This design comes from an exercise in tuning for small area, a short achievable clock period and few clock cycles per item on the open sky130 flow, not from production work.
Only simulation tests tie the RTL to the original design; equivalence was not proved.

## job 9497
// bitcoin_hash
module bitcoin_hash (
  input  logic        clk, reset_n, start,
  input  logic [15:0] message_addr, output_addr,
  output logic        done, mem_clk, mem_we,
  output logic [15:0] mem_addr,
  output logic [31:0] mem_write_data,
  input  logic [31:0] mem_read_data
);
assign mem_clk = 1'b0;
localparam logic [2047:0] KTAB = {
  32'h428a2f98,32'h71374491,32'hb5c0fbcf,32'he9b5dba5,32'h3956c25b,32'h59f111f1,32'h923f82a4,32'hab1c5ed5,
  32'hd807aa98,32'h12835b01,32'h243185be,32'h550c7dc3,32'h72be5d74,32'h80deb1fe,32'h9bdc06a7,32'hc19bf174,
  32'he49b69c1,32'hefbe4786,32'h0fc19dc6,32'h240ca1cc,32'h2de92c6f,32'h4a7484aa,32'h5cb0a9dc,32'h76f988da,
  32'h983e5152,32'ha831c66d,32'hb00327c8,32'hbf597fc7,32'hc6e00bf3,32'hd5a79147,32'h06ca6351,32'h14292967,
  32'h27b70a85,32'h2e1b2138,32'h4d2c6dfc,32'h53380d13,32'h650a7354,32'h766a0abb,32'h81c2c92e,32'h92722c85,
  ...
Size in the first run: about 5,200 cells after synthesis, about 1,100 flip-flops.
clock: 12.0 ns
lec_check: 0
cap_margin: 10
core_margin: 2
core_utilization: 40
place_density: 0.55
slew_margin: 10
standard.sh (not shown) runs the stock make flow with config.mk's settings and CLKGATE_MAP_FILE= SYNTH_SCRIPT=/design/flow/synth_recipe.tcl, a recipe that flattens the netlist after the stock synthesis.
==> flow/flow/run.sh <==
#!/bin/bash
set -euo pipefail
cd "$(dirname "$0")/.."
export SETUP_SLACK_MARGIN=7
bash standard.sh > make.log 2>&1
Testbench counts of job 9497, summed over its fixed seeds: cycles 69,248, items 512.
diff inputs: job 9497 => job 3136
- CAP_MARGIN now 30, was 10
- SLEW_MARGIN now 40, was 10
==> flow/run.sh (new file) <==
#!/bin/bash
# synth_recipe.tcl (not shown) runs the flow's synth.tcl, then flattens the netlist and writes it again
# the make line also repeats each setting of config.mk as NAME=value (left out here)
make -C /OpenROAD-flow-scripts/flow DESIGN_CONFIG=/design/flow/config.mk WORK_HOME=/design/flow/orfs CLKGATE_MAP_FILE= SYNTH_SCRIPT=/design/flow/synth_recipe.tcl finish
removed: flow/flow/run.sh
removed: flow/standard.sh
## What came out
The clock latency on the worst-skew pair in job 3136 was higher than what job 9497 gave. Changes observed in job 3136 relative to job 9497: cell count down about 0.7%; number of placed cells counting well taps flat; net count of the finished layout down 49; routed metal-1 wire length flat. Job 3136 vs. job 9497: final critical path time including I/O delays and setup saw an increase, worst hold slack now sits at about the same level, wire length of the first global-routing pass lower, synthesized area barely changed.
Relative to job 3136, the following input files were edited for job 3046:
- setting CTS_BUF_LIST to sky130_fd_sc_hd__clkbuf_8 for the first time
- setting CTS_CLUSTER_SIZE to 30 for the first time
==> flow/flow/run.sh (new file) <==
#!/bin/bash
set -euo pipefail
cd "$(dirname "$0")/.."
export SETUP_SLACK_MARGIN=7
bash standard.sh > make.log 2>&1
==> flow/standard.sh (new file) <==
#!/bin/bash
# synth_recipe.tcl (not shown) runs the flow's synth.tcl, then flattens the netlist and writes it again
# the make line also repeats each setting of config.mk as NAME=value (left out here)
make -C /OpenROAD-flow-scripts/flow DESIGN_CONFIG=/design/flow/config.mk WORK_HOME=/design/flow/orfs CLKGATE_MAP_FILE= SYNTH_SCRIPT=/design/flow/synth_recipe.tcl "${@:-finish}"
removed: flow/run.sh
Findings:
- Comparing job 3136 and job 3046, final setup slack of the worst path is lower on job 3136.
- Summary of job 3046 over job 3136: area share of buffers outside the clock network rose 0.86 points; layout overhead on the synthesized area shows an increase of 2.4 points; upper clock frequency limit climbed 31%; insertion delay to the later sink of the worst-skew pair rose 190 ps.
- Job 3046 has completed all stages; timing, DRC and antenna checks passed.
- The lower arrival time at the worst endpoint of job 3136 and job 3046 is in job 3046.
The following lists how job 5363 was set up differently from job 3046:
- TNS_END_PERCENT newly set to 5
- CTS_BUF_LIST removed (was sky130_fd_sc_hd__clkbuf_8)
- CTS_CLUSTER_SIZE removed (was 30)
==> flow/flow/run.sh <==
#!/bin/bash
set -euo pipefail
cd "$(dirname "$0")/.."
export SETUP_SLACK_MARGIN=8
bash standard.sh > make.log 2>&1
Notes after the runs:
Job 5363 can be clocked faster than job 3046.
Relative to job 3046, the post-cts resize count measured on job 5363 has increased by more than 100%.
The core of job 5363 is more densely filled than that of job 3046.
Higher fraction of the cycle the final worst path needs goes to job 3046 over job 5363.
The via density per instance of job 5363 and that of job 3046 are within noise of each other.
From job 3046 to job 5363 the numbers moved as follows: buffers inserted during post-CTS setup optimization shows an increase of about 400%, final hold slack shows an increase of 13 ps.
#### Input delta (job 5323 over job 5363)
- a deleted TNS_END_PERCENT that had been 5
==> flow/flow/run.sh <==
#!/bin/bash
set -euo pipefail
cd "$(dirname "$0")/.."
export SETUP_SLACK_MARGIN=${MARGIN:-6.5}
bash standard.sh > make.log 2>&1
### Flow results
[job 5323] count of clock buffers in the final design fell 4.1% relative to job 5363
The number of standard cells in the layout, taps in and fillers out number comes out lower for job 5323 vs job 5363.
Diff job 5323..job 5363 | number of ports placed on the die boundary | unchanged
In job 5323 relative to job 5363, weighted congestion reported at the end of routability-driven placement had gone up slightly.
Hold slack delta for job 5323 relative to job 5363: 6.6 ps lower
The following lists how job 5543 was set up differently from job 5323:
==> flow/flow/run.sh <==
#!/bin/bash
set -euo pipefail
cd "$(dirname "$0")/.."
export SETUP_SLACK_MARGIN=8
bash standard.sh > make.log 2>&1
Results
- When the final numbers for job 5543 and job 5323 were put side by side, the met2 track demand over resource turned out to be greater in job 5543.
- The instance area after placement reported for job 5543 is greater than that of job 5323 by about 0.6%.
- Taking job 5323 as the reference, in job 5543 utilization picked up an extra 6.4 points, final routed wirelength across all metal layers moved up.
- In job 5543 the global-route usage turned out 2.2 points higher than in job 5323.
- Diff job 5323 -> job 5543 | final instance area | increase of 14%

static timing again, ports no longer ideal:
The results above use ideal ports. As a check the final layouts listed here were re-extracted and re-timed, cells and wires unchanged. Step 1 sets driving cells, clkbuf_16 on the clock port and buf_2 on the other inputs (assumed; they add their load-dependent delay and slew). Step 2, shift: input delay + t, output delay - t, t = (earliest + latest rising clock arrival at the registers) / 2. This alone moves slack from input paths to output paths. Three values: ideal ports, drivers, drivers and shift; two values: the first two.
run	t (ns)	setup WS [ns]	worst setup path at the end
job 9497	0.812	6.984 / 6.984 / 6.727	input to register
job 3136	0.838	5.388 / 5.388 / 5.388	register to register
job 3046	1.008	6.947 / 6.947 / 6.740	input to register
job 5363	0.839	7.088 / 7.088 / 6.698	input to register
job 5323	0.837	6.620 / 6.620 / 6.620	register to register
job 5543	0.826	7.192 / 7.192 / 7.192	register to register
After both steps every run listed still meets setup and hold. For job 5363, which loses most, drivers alone change the setup slack by 0.000 ns; drivers and shift together by -0.390 ns.
